Context: an optimization exercise on an open-source flow, tuned for small area, a short achievable clock period and few clock cycles per item. The choices shown serve that exercise and are no tape-out recipe. Only simulation tests tie the RTL to the original design; equivalence was not proved.

### flow/config.mk
export PLATFORM = sky130hd
export DESIGN_NAME = sha256_chunk
export DESIGN_NICKNAME = sha256_chunk
export VERILOG_FILES = /design/flow/design.v
export SDC_FILE = /design/flow/constraint.sdc
export NUM_CORES = 4
export LEC_CHECK = 0
export ABC_AREA = 1
export CAP_MARGIN = 20
export CORE_MARGIN = 2
export CORE_UTILIZATION = 45
export CTS_CLUSTER_DIAMETER = 100
export CTS_CLUSTER_SIZE = 20
export SLEW_MARGIN = 20
### flow/constraint.sdc
create_clock -name core_clock -period 12.5 [get_ports {clk}]
set_input_delay 2.5000 -clock core_clock [delete_from_list [all_inputs] [get_ports {clk}]]
set_output_delay 2.5000 -clock core_clock [all_outputs]
set_load 0.01 [all_outputs]
### flow/design.v
`timescale 1ns / 1ps
module sha256_chunk(
		input wire clk, input wire rst,
		input wire in_valid, output wire in_ready,
		input wire [511:0] data, input wire [255:0] V_in,
		output wire out_valid, output wire [255:0] hash
	);
	function [31:0] kconst (input [5:0] idx);
		case (idx)
			6'd0: kconst = 32'h428a2f98;
			6'd1: kconst = 32'h71374491;
			6'd2: kconst = 32'hb5c0fbcf;
			6'd3: kconst = 32'he9b5dba5;
			6'd4: kconst = 32'h3956c25b;
			6'd5: kconst = 32'h59f111f1;
			6'd6: kconst = 32'h923f82a4;
			6'd7: kconst = 32'hab1c5ed5;
			6'd8: kconst = 32'hd807aa98;
			6'd9: kconst = 32'h12835b01;
			6'd10: kconst = 32'h243185be;
			6'd11: kconst = 32'h550c7dc3;
			6'd12: kconst = 32'h72be5d74;
			6'd13: kconst = 32'h80deb1fe;
			6'd14: kconst = 32'h9bdc06a7;
			6'd15: kconst = 32'hc19bf174;
			6'd16: kconst = 32'he49b69c1;
			6'd17: kconst = 32'hefbe4786;
			6'd18: kconst = 32'h0fc19dc6;
			6'd19: kconst = 32'h240ca1cc;
			6'd20: kconst = 32'h2de92c6f;
			6'd21: kconst = 32'h4a7484aa;
			6'd22: kconst = 32'h5cb0a9dc;
			6'd23: kconst = 32'h76f988da;
			6'd24: kconst = 32'h983e5152;
			6'd25: kconst = 32'ha831c66d;
			6'd26: kconst = 32'hb00327c8;
			6'd27: kconst = 32'hbf597fc7;
			6'd28: kconst = 32'hc6e00bf3;
			6'd29: kconst = 32'hd5a79147;
			6'd30: kconst = 32'h06ca6351;
			6'd31: kconst = 32'h14292967;
			6'd32: kconst = 32'h27b70a85;
			6'd33: kconst = 32'h2e1b2138;
			6'd34: kconst = 32'h4d2c6dfc;
			6'd35: kconst = 32'h53380d13;
			6'd36: kconst = 32'h650a7354;
			6'd37: kconst = 32'h766a0abb;
			6'd38: kconst = 32'h81c2c92e;
			6'd39: kconst = 32'h92722c85;
			6'd40: kconst = 32'ha2bfe8a1;
			6'd41: kconst = 32'ha81a664b;
			6'd42: kconst = 32'hc24b8b70;
			6'd43: kconst = 32'hc76c51a3;
			6'd44: kconst = 32'hd192e819;
			6'd45: kconst = 32'hd6990624;
			6'd46: kconst = 32'hf40e3585;
			6'd47: kconst = 32'h106aa070;
			6'd48: kconst = 32'h19a4c116;
			6'd49: kconst = 32'h1e376c08;
			6'd50: kconst = 32'h2748774c;
			6'd51: kconst = 32'h34b0bcb5;
			6'd52: kconst = 32'h391c0cb3;
			6'd53: kconst = 32'h4ed8aa4a;
			6'd54: kconst = 32'h5b9cca4f;
			6'd55: kconst = 32'h682e6ff3;
			6'd56: kconst = 32'h748f82ee;
			6'd57: kconst = 32'h78a5636f;
			6'd58: kconst = 32'h84c87814;
			6'd59: kconst = 32'h8cc70208;
			6'd60: kconst = 32'h90befffa;
			6'd61: kconst = 32'ha4506ceb;
			6'd62: kconst = 32'hbef9a3f7;
			default: kconst = 32'hc67178f2;
		endcase
	endfunction
	function [31:0] rotr (input [31:0] x, input integer n);
		rotr = (x >> n) | (x << (32 - n));
	endfunction
	function [31:0] flipbytes (input [31:0] x);
		flipbytes = {x[7:0], x[15:8], x[23:16], x[31:24]};
	endfunction
	function [31:0] csa_s (input [31:0] x, input [31:0] y, input [31:0] z);
		csa_s = x ^ y ^ z;
	endfunction
	function [31:0] csa_c (input [31:0] x, input [31:0] y, input [31:0] z);
		csa_c = {(x[30:0] & y[30:0]) | (x[30:0] & z[30:0]) | (y[30:0] & z[30:0]), 1'b0};
	endfunction
	reg busy;           
	reg [5:0] t;        
	reg ov;             
	reg rdy;            
	reg last, cap, addk, adds, pre;   
	assign in_ready = rdy;
	assign out_valid = ov;
	wire load = in_valid & rdy;
	reg busy_n;
	reg [5:0] t_n;
	always @(*) begin
		busy_n = busy;
		t_n = t;
		if (load) begin
			busy_n = 1'b1;
			t_n = 6'd0;
		end else if (busy) begin
			if (last)
				busy_n = 1'b0;
			else
				t_n = t + 6'd1;
		end
		if (rst) begin
			busy_n = 1'b0;
			t_n = 6'd63;
		end
	end
	always @(posedge clk) begin
		busy <= busy_n;
		t <= t_n;
		ov <= ~rst & busy & last;
		rdy <= ~busy_n | (t_n == 6'd63);
		last <= (t_n == 6'd63);
		cap <= (t_n[5:2] == 4'd0);
		addk <= (t_n == 6'd60);
		adds <= (t_n == 6'd61) | (t_n == 6'd62) | (t_n == 6'd63);
		pre <= (t_n == 6'd62);
	end
	reg [31:0] a, b, c, d, e, f, g, h;
	reg [31:0] w[15:0];
	reg [31:0] va[3:0], ve[3:0];
	reg [31:0] p;         
	reg [31:0] kq;        
	wire [31:0] S1 = rotr(e, 6) ^ rotr(e, 11) ^ rotr(e, 25);
	wire [31:0] ch = (e & f) ^ (~e & g);
	wire [31:0] S0 = rotr(a, 2) ^ rotr(a, 13) ^ rotr(a, 22);
	wire [31:0] mj = (a & b) ^ (a & c) ^ (b & c);
	wire [31:0] s0 = rotr(w[1], 7) ^ rotr(w[1], 18) ^ (w[1] >> 3);
	wire [31:0] s1 = rotr(w[14], 17) ^ rotr(w[14], 19) ^ (w[14] >> 10);
	wire [31:0] a1s = csa_s(p, ch, mj), a1c = csa_c(p, ch, mj);
	wire [31:0] a2s = csa_s(S0, S1, a1s), a2c = csa_c(S0, S1, a1s);
	wire [31:0] a3s = csa_s(a2s, a2c, a1c), a3c = csa_c(a2s, a2c, a1c);
	wire [31:0] na = a3s + a3c;
	wire [31:0] dd = last ? ve[0] : d;
	wire [31:0] e1s = csa_s(dd, p, ch), e1c = csa_c(dd, p, ch);
	wire [31:0] e2s = csa_s(S1, e1s, e1c), e2c = csa_c(S1, e1s, e1c);
	wire [31:0] ne = e2s + e2c;
	wire [31:0] w1s = csa_s(w[0], w[9], s0), w1c = csa_c(w[0], w[9], s0);
	wire [31:0] w2s = csa_s(w1s, w1c, s1), w2c = csa_c(w1s, w1c, s1);
	wire [31:0] nw = w2s + w2c;
	wire [31:0] pk = pre ? va[1] : kq;
	wire [31:0] np_r = csa_s(g, w[1], pk) + csa_c(g, w[1], pk);
	wire [31:0] k0 = kconst(6'd0);
	wire [31:0] ph = V_in[255:224], pw = flipbytes(data[31:0]);
	wire [31:0] np_i = csa_s(ph, pw, k0) + csa_c(ph, pw, k0);
	always @(posedge clk) begin
		if (rdy) begin
			a <= V_in[31:0];
			b <= V_in[63:32];
			c <= V_in[95:64];
			d <= V_in[127:96];
			e <= V_in[159:128];
			f <= V_in[191:160];
			g <= V_in[223:192];
			h <= V_in[255:224];
			w[0] <= flipbytes(data[31:0]);
			w[1] <= flipbytes(data[63:32]);
			w[2] <= flipbytes(data[95:64]);
			w[3] <= flipbytes(data[127:96]);
			w[4] <= flipbytes(data[159:128]);
			w[5] <= flipbytes(data[191:160]);
			w[6] <= flipbytes(data[223:192]);
			w[7] <= flipbytes(data[255:224]);
			w[8] <= flipbytes(data[287:256]);
			w[9] <= flipbytes(data[319:288]);
			w[10] <= flipbytes(data[351:320]);
			w[11] <= flipbytes(data[383:352]);
			w[12] <= flipbytes(data[415:384]);
			w[13] <= flipbytes(data[447:416]);
			w[14] <= flipbytes(data[479:448]);
			w[15] <= flipbytes(data[511:480]);
		end else begin
			a <= na;
			b <= a;
			c <= b;
			d <= c;
			e <= ne;
			f <= e;
			g <= f;
			h <= g;
			w[0] <= w[1];
			w[1] <= w[2];
			w[2] <= w[3];
			w[3] <= w[4];
			w[4] <= w[5];
			w[5] <= w[6];
			w[6] <= w[7];
			w[7] <= w[8];
			w[8] <= w[9];
			w[9] <= w[10];
			w[10] <= w[11];
			w[11] <= w[12];
			w[12] <= w[13];
			w[13] <= w[14];
			w[14] <= w[15];
			w[15] <= nw;
		end
	end
	always @(posedge clk) begin
		p <= rdy ? np_i : np_r;
		kq <= rdy ? kconst(6'd1) : kconst(t + 6'd2);
	end
	wire [31:0] l1 = addk ? ~va[3] : (adds ? e : 32'd0);
	wire [31:0] l2 = addk ? a : 32'd0;
	wire [31:0] lks = csa_s(ve[3], l1, l2), lkc = csa_c(ve[3], l1, l2);
	always @(posedge clk) begin
		va[0] <= va[1];
		va[1] <= va[2];
		va[2] <= va[3] + (addk ? 32'hc67178f2 : (adds ? a : 32'd0));
		va[3] <= last ? na : (cap ? d : va[0]);
		ve[0] <= ve[1];
		ve[1] <= ve[2];
		ve[2] <= lks + {lkc[31:1], addk};
		ve[3] <= last ? ne : (cap ? h : ve[0]);
	end
	assign hash = {ve[0], ve[1], ve[2], ve[3], va[0], va[1], va[2], va[3]};
endmodule
### flow/flow/run.sh
#!/bin/bash
# The standard layout (standard.sh), with two changes: ports get plain
# buf_1 cells as their buffers, and repair_timing aims for 8.5 ns of setup
# slack. ORFS writes each step's full log under orfs/logs; standard.sh's own
# output goes to standard.log here.
export BUFFER_PORTS_ARGS="-buffer_cell sky130_fd_sc_hd__buf_1"
export SETUP_SLACK_MARGIN=8.5
bash standard.sh > standard.log 2>&1
### flow/standard.sh
#!/bin/bash
# synth_recipe.tcl (not shown) runs the flow's synth.tcl, then flattens the netlist and writes it again
# the make line also repeats each setting of config.mk as NAME=value (left out here)
make -C /OpenROAD-flow-scripts/flow DESIGN_CONFIG=/design/flow/config.mk WORK_HOME=/design/flow/orfs CLKGATE_MAP_FILE= SYNTH_SCRIPT=/design/flow/synth_recipe.tcl "${@:-finish}"
==> key figures, run 1 <==
Status
  • Status: no timing/DRC/antenna violations

Clocking
  • Root Buffer: clkbuf_16
  • CTS tree: yes
  • CTS Buf Count: 69
  • Clock tree buffer depth: 3
  • H-tree Lvls: 3
  • Clock latency (worst-skew pair): 0.71 ns
  • CTS clock-pin slew for the worst setup and hold paths: 0.09 ns
  • Clock Sink Count: 1102
  • Post-CTS Hold Fix Bufs: 0

Cells and area
  • Final Instance Area: 73000 um^2
  • Register area: 22400 um^2
  • Most frequent cells in the layout: nand2_1 (3009), inv_1 (1077), buf_1 (993)
  • Share of layout cells above drive strength 1: 0.0940
  • Area growth syn-to-layout: 17.7%
  • Final nets: 10.8k
  • Post-Layout Cell Count: 11.3k
  • Commonest non-fill, non-tap cell in the layout: nand2_1
  • Area of the multi-input gates: 36700 um^2
  • Fillers: 13.7k

Timing
  • Finish-stage setup viols: 0
  • Worst-Margin Slew: 1.16 ns
  • Setup TNS: 0 ns
  • Final Hold Fails: 0
  • Slew HR: 0.218
  • Tcrit/Tclk final: 0.326
  • RSZ-0062 raised after global routing: true
  • Skew final: 0.0334 ns
  • Min cycle time layout: 4.08 ns
  • Max-slew violations: 0
  • F_max: 245 MHz

Synth
  • Synthesized area per cell: 7.22 um^2
  • Synth warn: 4
  • Post-synth EDFFs: 0
  • Sequential fraction of the synthesis area: 0.356
  • Synth Instances: 8592
  • Synthesized net count: 9906
  • Post-synthesis register bit count: 1102
  • Main synth FF type: dfxtp_1
  • Mapped cell area: 62000 um^2
  • Ys async rst share: 0
  • Unique cell type count in the Yosys netlist: 52

Routing
  • Vias/cell: 5.60
  • Routed Antenna Nets: 0
  • DR iter-0 viols: 8374
  • Vias: 63.5k
  • Drt drc: 0
  • DR WL/cell: 29.5 um
  • Routed wire length: 334000 um
  • DR pass1 iterations: 9

Global route
  • GR Layer Usage met1: 0.576
  • GRT met3 Usage: 0.129
  • Number of global-route vias before repair: 58.9k
  • First-pass GRT wire length: 446000 um
  • Met2 Track Usage GR: 0.663
  • Initial antenna violation count: 23
  • Gr usage total: 0.454
  • Largest net degree at the start of global routing: 246
  • GRT busiest layer: met2
  • Grt total ovfl: 0

Worst setup path
  • CP cell instances: buf_2
  • Data required time at the worst endpoint: 10.00 ns
  • FF-to-FF End: va[3][21]
  • Largest stage delay on the critical path: 0.60 ns
  • Delay-heaviest family, CP: flip-flops
  • CP Depth: 1
  • CP max stage cell: dfxtp_1
  • Buf/Inv on CP: 1
  • Critical Path End Type: output pin
  • Worst Setup SP: va[3][31]
  • Register-to-Register Setup Slack: 8.43 ns
  • CP startpoint kind: flop
  • R2R depth: 15
  • End point of the critical path: hash[31]
  • Worst R2R Start: a[31]
  • Crit Path Max Fanout: 3
  • Critical Path AT: 1.58 ns
  • Critical path class: reg -> out

Floorplanning
  • Total die area: 141000 um^2
  • Area of the core: 137000 um^2
  • Die Wd: 375 um
  • Std cell rows: 136
  • Starting Density: 0.452
  • Die Ht: 375 um
  • Ports: 1029

Place
  • Placed Area: 67300 um^2
  • Port bufs: 1028
  • Placed insts: 11.1k
  • Placer congestion estimate: 1.11
  • Final HPWL DP: 274000 um

Worst hold path
  • Hold crit path type: reg -> reg

Flow run
  • Number of max-cap violations: 0
==> repair_timing <==
| item | CTS | global route |
|---|---|---|
| buffers inserted | 32 | 49 |
| cloned | 5 | 4 |
| gates resized for setup | 489 | 427 |
| pin swaps | 30 | 94 |
| setup endpoints to repair | 226 | 165 |
==> cells in the mapped netlist (3+ instances only) <==
cell | number | area (um^2)
o211ai_1 | 50 | 375
clkbuf_2 | 3 | 15.0
a21oi_1 | 286 | 1430
inv_1 | 1100 | 4130
xor2_1 | 190 | 1660
nand2_2 | 4 | 25.0
o22ai_1 | 39 | 244
nor2_1 | 357 | 1340
buf_4 | 5 | 37.5
dfxtp_1 | 1102 | 22100
xnor2_1 | 140 | 1230
or2_2 | 10 | 62.6
fa_1 | 283 | 5670
nor3_1 | 36 | 180
nand4_1 | 66 | 413
a21o_1 | 10 | 75.1
and2_1 | 4 | 25.0
o2111ai_1 | 3 | 26.3
and3_1 | 4 | 25.0
nor4_1 | 12 | 75.1
o31ai_1 | 5 | 37.5
a21boi_0 | 9 | 67.6
buf_6 | 3 | 33.8
a31oi_1 | 19 | 119
nand2_1 | 3086 | 11600
mux2i_1 | 28 | 280
or2_1 | 3 | 18.8
clkbuf_1 | 195 | 732
o21ai_1 | 18 | 90.1
nand3_1 | 379 | 1900
o21a_1 | 5 | 37.5
inv_2 | 4 | 15.0
mux2_2 | 29 | 327
clkinv_1 | 3 | 11.3
buf_2 | 96 | 480
o21ai_0 | 654 | 3270
o221ai_1 | 4 | 35.0
o21bai_1 | 30 | 225
nand3b_1 | 17 | 128
ha_1 | 260 | 3250
buf_1 | 25 | 93.8
==> stage by stage <==
| step | setup WS [ns] | hold WS, ns | utilization |
|---|---|---|---|
| after global routing | 8.42 | 0.352 | 0.532 |
| after floorplan | 8.47 | 0.382 | - |
| after global placement | 7.21 | 0.333 | 0.491 |
| after detailed placement | 7.23 | 0.338 | 0.491 |
| after CTS | 8.47 | 0.347 | 0.518 |
| final | 8.42 | 0.348 | 0.532 |
==> final cells by class <==
class	count	share of cell area
Clock inverter	14	0.00247
Inverter	1108	0.0573
Tap cell	1794	0.0307
Multi-Input combinational cell	6055	0.503
Clock buffer	77	0.0249
Antenna cell	14	0.000480
Timing Repair Buffer	1164	0.0736
Sequential cell	1102	0.308
==> per-layer routing <==
metal	part of all wire	wire, um
met1	0.38	128000
met2	0.42	140000
met3	0.11	36900
met4	0.088	29500
met5	0.0013	444
==> cell families (layout without fill, tap and decap cells) <==
logic type,after synthesis,after routing,synth area share
simple gates,3986,3986,0.255
fa+ha+maj,543,543,0.144
compound gates,1136,1136,0.0979
xor+xnor,333,333,0.0476
flops,1102,1102,0.356
mux,57,57,0.00979
other cells,0,14,0
buf+inv,1435,2363,0.0896
==> sequential cells by signal, summed over array words and instances (netlist names), 6 cells and up <==
signal,cells
w,512
va,128
ve,128
a,32
b,32
c,32
d,32
e,32
f,32
g,32
h,32
kq,32
p,32
t,6
==> worst min path at each step <==
stage	startpoint	endpoint	slack, ns	cells past startpoint
after floorplan	va[2][0]	va[1][0]	0.38	0
after global placement	ve[1][15]	ve[0][15]	0.33	0
after detailed placement	ve[1][28]	ve[0][28]	0.34	0
after CTS	ve[1][16]	ve[0][16]	0.35	0
after global routing	ve[1][25]	ve[0][25]	0.35	0
final	ve[1][28]	ve[0][28]	0.35	0
Testbench counts, summed over its fixed seeds: cycles 20,496, items 320.
==> run 2: changes to the inputs <==
--- a/flow/config.mk
+++ b/flow/config.mk
@@ -10,5 +10,5 @@
 export CORE_MARGIN = 2
 export CORE_UTILIZATION = 45
-export CTS_CLUSTER_DIAMETER = 100
+export CTS_CLUSTER_DIAMETER = 80
 export CTS_CLUSTER_SIZE = 20
 export SLEW_MARGIN = 20
==> run 2 against run 1 <==
Effect of this change: still clean on timing, DRC and antenna; clock skew up 0.0034 ns; setup slack worse by 0.0078 ns; first-iteration DRC count up 3.5%.
==> key figures, run 2 <==
Status
  • Status: no timing/DRC/antenna violations

Cells and area
  • Share of layout cells above drive strength 1: 0.0957
  • Final core occ: 0.536
  • Area of the multi-input gates: 36800 um^2
  • Top flop regs: w x512, va x128, ve x128
  • Final Instance Area: 73500 um^2
  • Largest register by flop count: w
  • Commonest non-fill, non-tap cell in the layout: nand2_1
  • Most frequent cells in the layout: nand2_1 (3008), inv_1 (1081), buf_1 (992)
  • Post-Layout Cell Count: 11.3k
  • Final nets: 10.8k
  • Register area: 22400 um^2
  • Largest register FFs: 512
  • Fillers: 13.7k
  • Area growth syn-to-layout: 18.5%

Floorplanning
  • Std cell rows: 136
  • Die Ht: 375 um
  • Starting Density: 0.452
  • Ports: 1029
  • Area of the core: 137000 um^2
  • Die Wd: 375 um
  • Total die area: 141000 um^2

Worst setup path
  • Critical Path End Type: flop
  • Critical path class: reg -> reg
  • Critical Path AT: 4.72 ns
  • CP startpoint kind: flop
  • Data required time at the worst endpoint: 13.13 ns
  • R2R depth: 14
  • Crit Path Max Fanout: 14

Routing
  • Vias/cell: 5.64
  • Routed Antenna Nets: 0
  • Vias: 64.0k
  • Drt drc: 0
  • DR iter-0 viols: 8668
  • DR WL/cell: 29.5 um
  • Routed wire length: 335000 um
  • DR pass1 iterations: 9

Place
  • Placer congestion estimate: 1.11
  • Placed Area: 67300 um^2
  • Final HPWL DP: 274000 um
  • Placed insts: 11.1k
  • Pre-CTS setup slack: 7.23 ns
  • Port bufs: 1028

Flow run
  • Number of max-cap violations: 0

Global route
  • Gr usage total: 0.454
  • First-pass GRT wire length: 447000 um
  • Largest net degree at the start of global routing: 246
  • Number of global-route vias before repair: 59.0k
  • Grt total ovfl: 0
  • Initial antenna violation count: 30

Synth
  • Most common cell in the netlist: nand2_1
  • Unique cell type count in the Yosys netlist: 52
  • Post-synth top area share: 0.356
  • Main synth FF type: dfxtp_1
  • Synth warn: 4
  • Synth top cells by count: nand2_1 (3086), dfxtp_1 (1102), inv_1 (1100)
  • Area contributors post-synth: dfxtp_1 (36%), nand2_1 (19%), fa_1 (9.1%)
  • Synth Instances: 8592
  • Synthesized net count: 9906
  • Sequential fraction of the synthesis area: 0.356
  • Ys async rst share: 0
  • Synthesized area per cell: 7.22 um^2
  • Cell taking the most area after synthesis: dfxtp_1
  • Mapped cell area: 62000 um^2
  • Post-synthesis register bit count: 1102
  • Post-synth EDFFs: 0

Worst hold path
  • Hold crit path type: reg -> reg
  • Hold path cells: 0

Clocking
  • Clock tree buffer depth: 3
  • CTS tree: yes
  • CTS Buf Count: 78
  • H-tree Lvls: 3
  • Root Buffer: clkbuf_16
  • CTS clock-pin slew for the worst setup and hold paths: 0.08 ns
  • Clock latency (worst-skew pair): 0.73 ns
  • Clock Sink Count: 1102

Timing
  • Setup WS post-layout: 8.41 ns
  • F_max: 245 MHz
  • RSZ-0062 raised after global routing: true
  • Worst-Margin Slew: 1.11 ns
  • Finish-stage setup viols: 0
  • Slew HR: 0.262
  • Max-slew violations: 0
  • Tcrit/Tclk final: 0.327
  • Skew final: 0.0368 ns
  • Min cycle time layout: 4.09 ns
  • Final Hold Fails: 0
  • Setup TNS: 0 ns
  • Worst hold slack: 0.349 ns
-- run 2: changes by cell type in the layout (fill, tap and decap cells not counted), moves of 4 or more --
cell	before	now
buf_4	101	90
clkbuf_16	76	81
clkbuf_8	0	6
clkinv_8	2	12
ha_1	196	192
inv_1	1077	1081
nand2_2	66	62
nand2_4	15	21
o21ai_0	524	529
o21ai_2	53	47
-- run 2: routing by layer --
layer,part of all wire,track usage,vias to the layer above,wire [um]
met4,0.085,0.307,26,28400
met3,0.11,0.128,969,38000
li1,-,-,28600,-
met2,0.42,0.671,3952,141000
met5,0.00084,0,-,281
met1,0.38,0.577,30500,128000
-- run 2: area by class of cell --
cell class | instances | share of cell area
Clock buffer | 89 | 0.0279
Multi-Input combinational cell | 6055 | 0.500
Antenna cell | 14 | 0.000477
Inverter | 1108 | 0.0569
Sequential cell | 1102 | 0.305
Tap cell | 1794 | 0.0306
Timing Repair Buffer | 1151 | 0.0716
Clock inverter | 35 | 0.00686
-- run 2: worst max-delay path: stages (launching register included) --
cell	delay, ns
dfxtp_1	0.86
nand2_1	0.27
buf_12	0.24
o22ai_1	0.19
fa_1	0.51
ha_1	0.38
a21oi_1	0.23
inv_1	0.06
nor2_1	0.24
nand2_1	0.19
a21oi_1	0.48
or2_1	0.19
nand2_1	0.05
nand2_1	0.06
nand2_1	0.04
-- run 2: timing repair --
action | 4_1_cts | 5_1_grt
gates resized for setup | 455 | 451
hold buffers | 0 | 0
endpoints found under the setup margin | 230 | 176
setup buffers | 24 | 45
pin swaps | 22 | 75
gates cloned | 5 | 3
-- run 2: cell families (layout without fill, tap and decap cells) --
logic type | count (synthesis) | after routing | share of synthesized area
other | 0 | 14 | 0
xor gates and xnor gates | 333 | 333 | 0.0476
buffers and inverters | 1435 | 2383 | 0.0896
adders and majority gates | 543 | 543 | 0.144
AOI/OAI and AO/OA | 1136 | 1136 | 0.0979
and+or+nand+nor | 3986 | 3986 | 0.255
DFF | 1102 | 1102 | 0.356
muxes | 57 | 57 | 0.00979
-- run 2: final timing paths --
| check | startpoint | endpoint | slack (ns) |
|---|---|---|---|
| hold reg to reg | ve[1][16] | ve[0][16] | 0.35 |
| setup / recovery | adds | ve[2][27] | 8.41 |
| hold / removal | ve[1][16] | ve[0][16] | 0.35 |
| setup reg to reg | adds | ve[2][27] | 8.41 |

[re-timing with driven ports]
The flow's constraints put no driver on any port. The routed layouts listed below were extracted and timed again, unchanged, in two steps. Step 1 sets driving cells, clkbuf_16 on the clock port and buf_2 on the other inputs (assumed; they add their load-dependent delay and slew). Step 2 times the ports against the registers' clock, not the clock port: input delays grow and output delays shrink by t, the midpoint of the rising clock arrivals with the driver on. Three values: no drivers, after step 1, after step 2; two values: the first two.
run | t, ns | setup slack, ns | worst hold slack (ns) | worst slew at a driven data input, ns | cell pins on the clock port's net
run 1 | 0.782 | 8.421 / 8.332 / 7.783 | 0.348 / 0.348 / 0.348 | 0.16 | 1
run 2 | 0.803 | 8.413 / 8.336 / 7.741 | 0.349 / 0.349 / 0.349 | 0.18 | 1
After both steps setup and hold are still met in every run listed. For run 2, which loses most, drivers alone change the setup slack by -0.077 ns; drivers and shift together by -0.672 ns.
